Background: an optimization exercise with open tools, aiming at small area. Do not read the settings as production practice.
Only simulation tests tie the RTL to the original design; equivalence was not proved.
The flow treats the clock pin as an ideal source. Dropping or thinning the clock tree relies on that and would not hold on a real chip.
Power is estimated from default activity; no workload was simulated.

Setup of build 2:
==> flow/design.v <==
`timescale 1ns / 1ps
module debouncer(btn, clk, rst, btn_state, btn_rise);
    input btn;
    input clk;
    input rst;
    output btn_state;
    output btn_rise;
    localparam [16:0] LAST = 17'h0ff55;
    localparam [16:0] SEEN = 17'b00111010111111111;
    reg state;
    reg [16:0] lfsr;
    wire clear = rst | ~btn;
    always @(posedge clk) begin
        if (clear | state)
            lfsr <= 17'b0;
        else
            lfsr <= {~lfsr[15:0], lfsr[16] ^ lfsr[2]};
        state <= ~clear & (state | ((lfsr & SEEN) == (LAST & SEEN)));
    end
    assign btn_state = state;
    assign btn_rise = state & lfsr[0];
endmodule
`timescale 1ns / 1ps
module clocks(clk, rst, adj, clk_blink, tick_fast, step);
input wire clk;
input wire rst;
input wire adj;
output wire clk_blink;
output wire tick_fast;
output wire step;
reg [3:0] a;    
reg [6:0] m;    
reg [2:0] k;    
wire a_last = a[3] & a[2];                        
wire m_last = m[6] & m[5] & m[4] & m[3] & m[2];   
wire k_en = a_last & m_last;
wire [5:0] mp;
assign mp[0] = m[0];
genvar i;
generate for (i = 1; i < 6; i = i + 1) begin : g_mp
    assign mp[i] = mp[i-1] & m[i];
end endgenerate
wire a_clr = rst | a_last;
wire m_clr = rst | k_en;
always @(posedge clk) begin
    a[0] <= ~a_clr & ~a[2];
    a[1] <= ~a_clr & a[0];
    a[2] <= ~a_clr & a[1];
    a[3] <= ~a_clr & (a[2] ? ~a[1] : a[3]);
    m[0] <= ~m_clr & (m[0] ^ a_last);
    m[1] <= ~m_clr & (m[1] ^ (a[3] & (a[0] & m[0])));
    m[2] <= ~m_clr & (m[2] ^ (a_last & mp[1]));
    m[3] <= ~m_clr & (m[3] ^ (a_last & mp[2]));
    m[4] <= ~m_clr & (m[4] ^ (a_last & mp[3]));
    m[5] <= ~m_clr & (m[5] ^ (a_last & mp[4]));
    m[6] <= ~m_clr & (m[6] ^ (a_last & mp[5]));
    k[0] <= ~rst & (k[0] ^ k_en);
    k[1] <= ~rst & (k[1] ^ (a_last & (m_last & k[0])));
    k[2] <= ~rst & (k[2] ^ (k_en & (k[0] & k[1])));
end
assign clk_blink = k[0];
assign tick_fast = a[1] & ~a[0];                   
assign step = k_en & (k[0] & (adj ? ~k[1] : (k[1] & ~k[2])));
endmodule
`timescale 1ns / 1ps
module counter(sys_rst, rst, ps_rise, adj, select, clk, step, sec1, sec0, min1, min0);
input wire sys_rst;
input wire rst;
input wire ps_rise;
input wire adj;
input wire select;
input wire clk;
input wire step;
output reg [3:0] sec1;   
output reg [2:0] sec0;   
output reg [3:0] min1;   
output reg [2:0] min0;   
reg pause;
always @(posedge clk)
    pause <= ~sys_rst & (pause ^ ps_rise);
wire s1_9 = sec1[3] & sec1[2];
wire s0_5 = sec0[2] & ~sec0[1];
wire m1_9 = min1[3] & min1[2];
wire run = step & ~pause;
wire inc_s = run & (~adj | select);
wire inc_m = run & (adj ? ~select : (s1_9 & s0_5));
wire inc_s0 = inc_s & s1_9;
wire inc_m0 = inc_m & m1_9;
function [3:0] ones_next(input [3:0] d);
    begin
        ones_next[0] = ~d[2];
        ones_next[1] = d[0] & ~(d[3] & d[2]);
        ones_next[2] = d[1] & ~(d[3] & d[2]);
        ones_next[3] = d[2] ? ~d[1] : d[3];
    end
endfunction
always @(posedge clk) begin
    if (rst) begin
        sec1 <= 4'd0;
        sec0 <= 3'd0;
        min1 <= 4'd0;
        min0 <= 3'd0;
    end else begin
        if (inc_s) sec1 <= ones_next(sec1);
        if (inc_s0) sec0 <= {sec0[1:0], ~sec0[2]};
        if (inc_m) min1 <= ones_next(min1);
        if (inc_m0) min0 <= {min0[1:0], ~min0[2]};
    end
end
endmodule
`timescale 1ns / 1ps
module digit_to_segment(digit, segment);
input wire [3:0] digit;
output wire [6:0] segment;
wire c3 = digit[3], c2 = digit[2], c1 = digit[1], c0 = digit[0];
assign segment[6] = (~c3 & ~c1 & c0) | (c3 & c2 & ~c1) | (c1 & ~c0);
assign segment[5] = (c3 & ~c0) | (c2 & ~c1);
assign segment[4] = (~c3 & ~c2 & c1) | (c2 & ~c1 & c0);
assign segment[3] = (~c1 & c0) | (c1 & ~c0);
assign segment[2] = c2 | (~c1 & c0);
assign segment[1] = (~c3 & c0) | (~c1 & c0);
assign segment[0] = (~c3 & ~c2 & ~c1) | (~c1 & c0);
endmodule
`timescale 1ns / 1ps
module stopwatch(clk, rst, btnR, btnC, sw, seg, an);
    input wire clk;
    input wire rst;
    input wire btnR;
    input wire btnC;
    input wire [1:0] sw;
    output wire [6:0] seg;
    output wire [3:0] an;
    wire btnR_st, btnC_st, btnC_rise;
    wire clk_blink, tick_fast, step;
    wire [3:0] sec1, min1;
    wire [2:0] sec0, min0;
    debouncer reset(.btn(btnR), .clk(clk), .rst(rst), .btn_state(btnR_st), .btn_rise());
    debouncer pause(.btn(btnC), .clk(clk), .rst(rst), .btn_state(btnC_st), .btn_rise(btnC_rise));
    wire clr = rst | btnR_st;
    clocks clk_wires(.clk(clk), .rst(clr), .adj(sw[1]), .clk_blink(clk_blink),
                     .tick_fast(tick_fast), .step(step));
    counter decide_digits(.sys_rst(rst), .rst(clr), .ps_rise(btnC_rise), .adj(sw[1]), .select(sw[0]),
                          .clk(clk), .step(step),
                          .sec1(sec1), .sec0(sec0), .min1(min1), .min0(min0));
    reg [1:0] dig_counter;
    reg mode;          
    reg [3:0] code;    
    wire [1:0] pos = dig_counter ^ {2{sw[1]}};
    wire blank = sw[1] & ~clk_blink & (pos[1] ^ sw[0]);
    wire [3:0] digit = pos[1] ? (pos[0] ? {1'b0, min0} : min1)
                              : (pos[0] ? {1'b0, sec0} : sec1);
    always @(posedge clk) begin
        if (rst) begin
            dig_counter <= 2'b00;
            code <= 4'b1101;
        end else if (tick_fast) begin
            dig_counter[0] <= ~dig_counter[0];
            dig_counter[1] <= dig_counter[1] ^ dig_counter[0];
            mode <= sw[1];
            code <= {digit[3] & ~blank, digit[2] | blank, digit[1] & ~blank, digit[0] | blank};
        end
    end
    digit_to_segment display(.digit(code), .segment(seg));
    wire sh0 = ~dig_counter[0] ^ mode;
    wire sh1 = dig_counter[1] ^ ~dig_counter[0] ^ mode;
    wire on = ~(code[3] & code[2] & ~code[1]);
    assign an[0] = ~(on & ~sh1 & ~sh0);
    assign an[1] = ~(on & ~sh1 & sh0);
    assign an[2] = ~(on & sh1 & ~sh0);
    assign an[3] = ~(on & sh1 & sh0);
endmodule
Settings: LEC_CHECK=0, CAP_MARGIN=20, CORE_MARGIN=2, CORE_UTILIZATION=60, SLEW_MARGIN=20; clock period 10.0 ns.
standard.sh (not shown) runs the stock make flow with config.mk's settings and CLKGATE_MAP_FILE= SYNTH_SCRIPT=/design/flow/synth_recipe.tcl, a recipe that flattens the netlist after the stock synthesis.
==> flow/flow/run.sh <==
#!/bin/bash
# Own layout flow: the standard flow, with
#  - synthesis as synth_recipe.tcl, but ABC run with an area-only script and
#    without Yosys's half/full adder extraction (same registers and names);
#  - the smallest buffer on the ports;
#  - a few clock buffers straight from the clock port in place of an H-tree.
# Each tool's output goes to a log file of its own in this folder.
set -euo pipefail
WORK=$(pwd)
export OWN_FLOW_DIR="$WORK/flow"
bash standard.sh SYNTH_SCRIPT="$WORK/flow/own_synth.tcl" synth > "$WORK/synth.log" 2>&1
bash standard.sh SYNTH_SCRIPT="$WORK/flow/own_synth.tcl" \
  BUFFER_PORTS_ARGS="-buffer_cell sky130_fd_sc_hd__buf_1" \
  PRE_CTS_TCL="$WORK/flow/cts_one_buffer.tcl" OWN_CLOCK_BUFFER=sky130_fd_sc_hd__clkbuf_8 OWN_CLOCK_GROUPS=4 \
  finish > "$WORK/layout.log" 2>&1
Other scripts of this flow, unchanged in this note and not shown: flow/flow/area.abc, flow/flow/cts_one_buffer.tcl, flow/flow/own_synth.tcl
[inputs] build 71 vs build 2
-- flow/design.v --
<<< build 2, line 6
    output btn_state;
    output btn_rise;
    localparam [16:0] LAST = 17'h0ff55;
    localparam [16:0] SEEN = 17'b00111010111111111;
    reg state;
    reg [16:0] lfsr;
>>> build 71, line 6
    output btn_state;
    output btn_rise;
    localparam [16:0] LAST = 17'h0aa01;
    reg state;
    reg [16:0] lfsr;
<<< build 2, line 15
            lfsr <= 17'b0;
        else
            lfsr <= {~lfsr[15:0], lfsr[16] ^ lfsr[2]};
        state <= ~clear & (state | ((lfsr & SEEN) == (LAST & SEEN)));
    end
    assign btn_state = state;
>>> build 71, line 14
            lfsr <= 17'b0;
        else
            lfsr <= {~lfsr[15:0], lfsr[16] ^ lfsr[13]};
        state <= ~clear & (state | (lfsr == LAST));
    end
    assign btn_state = state;
--- outcome ---
On internal power consumption, build 71 and build 2 are neck and neck. Build 71 against build 2: setup slack moved down; placeable core area moved up; fmax moved down; detailed-route wire length moved up. Min post-synth design cell area across build 71 and build 2: build 2. Post-detailed-placement cell area ended up 1.1% higher on build 71 than on build 2. | hold slack | build 71 vs build 2 | 0.021 ns higher |. Build 71 and build 2 ended up with nearly the same area overhead of the layout relative to synthesis. Diff build 2 -> build 71: number of cells in the design after placement higher; post-synthesis sequential area ratio decreased 0.68 points; utilization after layout rose 0.24 points.
No run of this note takes its clock network from TritonCTS; it comes from the design's own scripts or RTL.

## port drivers added, routing unchanged
No port has a modelled driver above. Below, the same layouts with a new extraction and two added sets of constraints.
Step 1 (the two cells are an assumption about what drives the block):
set clk [get_ports {clk}]
set_driving_cell -lib_cell sky130_fd_sc_hd__clkbuf_16 $clk
set_driving_cell -lib_cell sky130_fd_sc_hd__buf_2 [delete_from_list [all_inputs] $clk]
Step 2 adds t to the input delays and takes it off the output delays; t is the mean of the earliest and latest rising clock arrival at the registers after step 1. Input paths then give back, and output paths get back, about the clock's delay inside the block.
Three values: ideal ports, drivers, drivers and shift; two values: the first two.
| run | shift t [ns] | setup slack, ns | worst hold slack (ns) | latest minus earliest clock arrival (ns) | pins driven straight from the clock port |
|---|---|---|---|---|---|
| build 2 | 0.213 | 6.303 / 6.335 / 6.122 | 0.387 / 0.387 / 0.387 | 0.016 / 0.016 | 4 |
| build 71 | 0.213 | 6.258 / 6.292 / 6.079 | 0.408 / 0.408 / 0.408 | 0.016 / 0.016 | 4 |
After both steps every run listed still meets setup and hold. For build 2, which loses most, drivers alone change the setup slack by +0.032 ns; drivers and shift together by -0.181 ns.
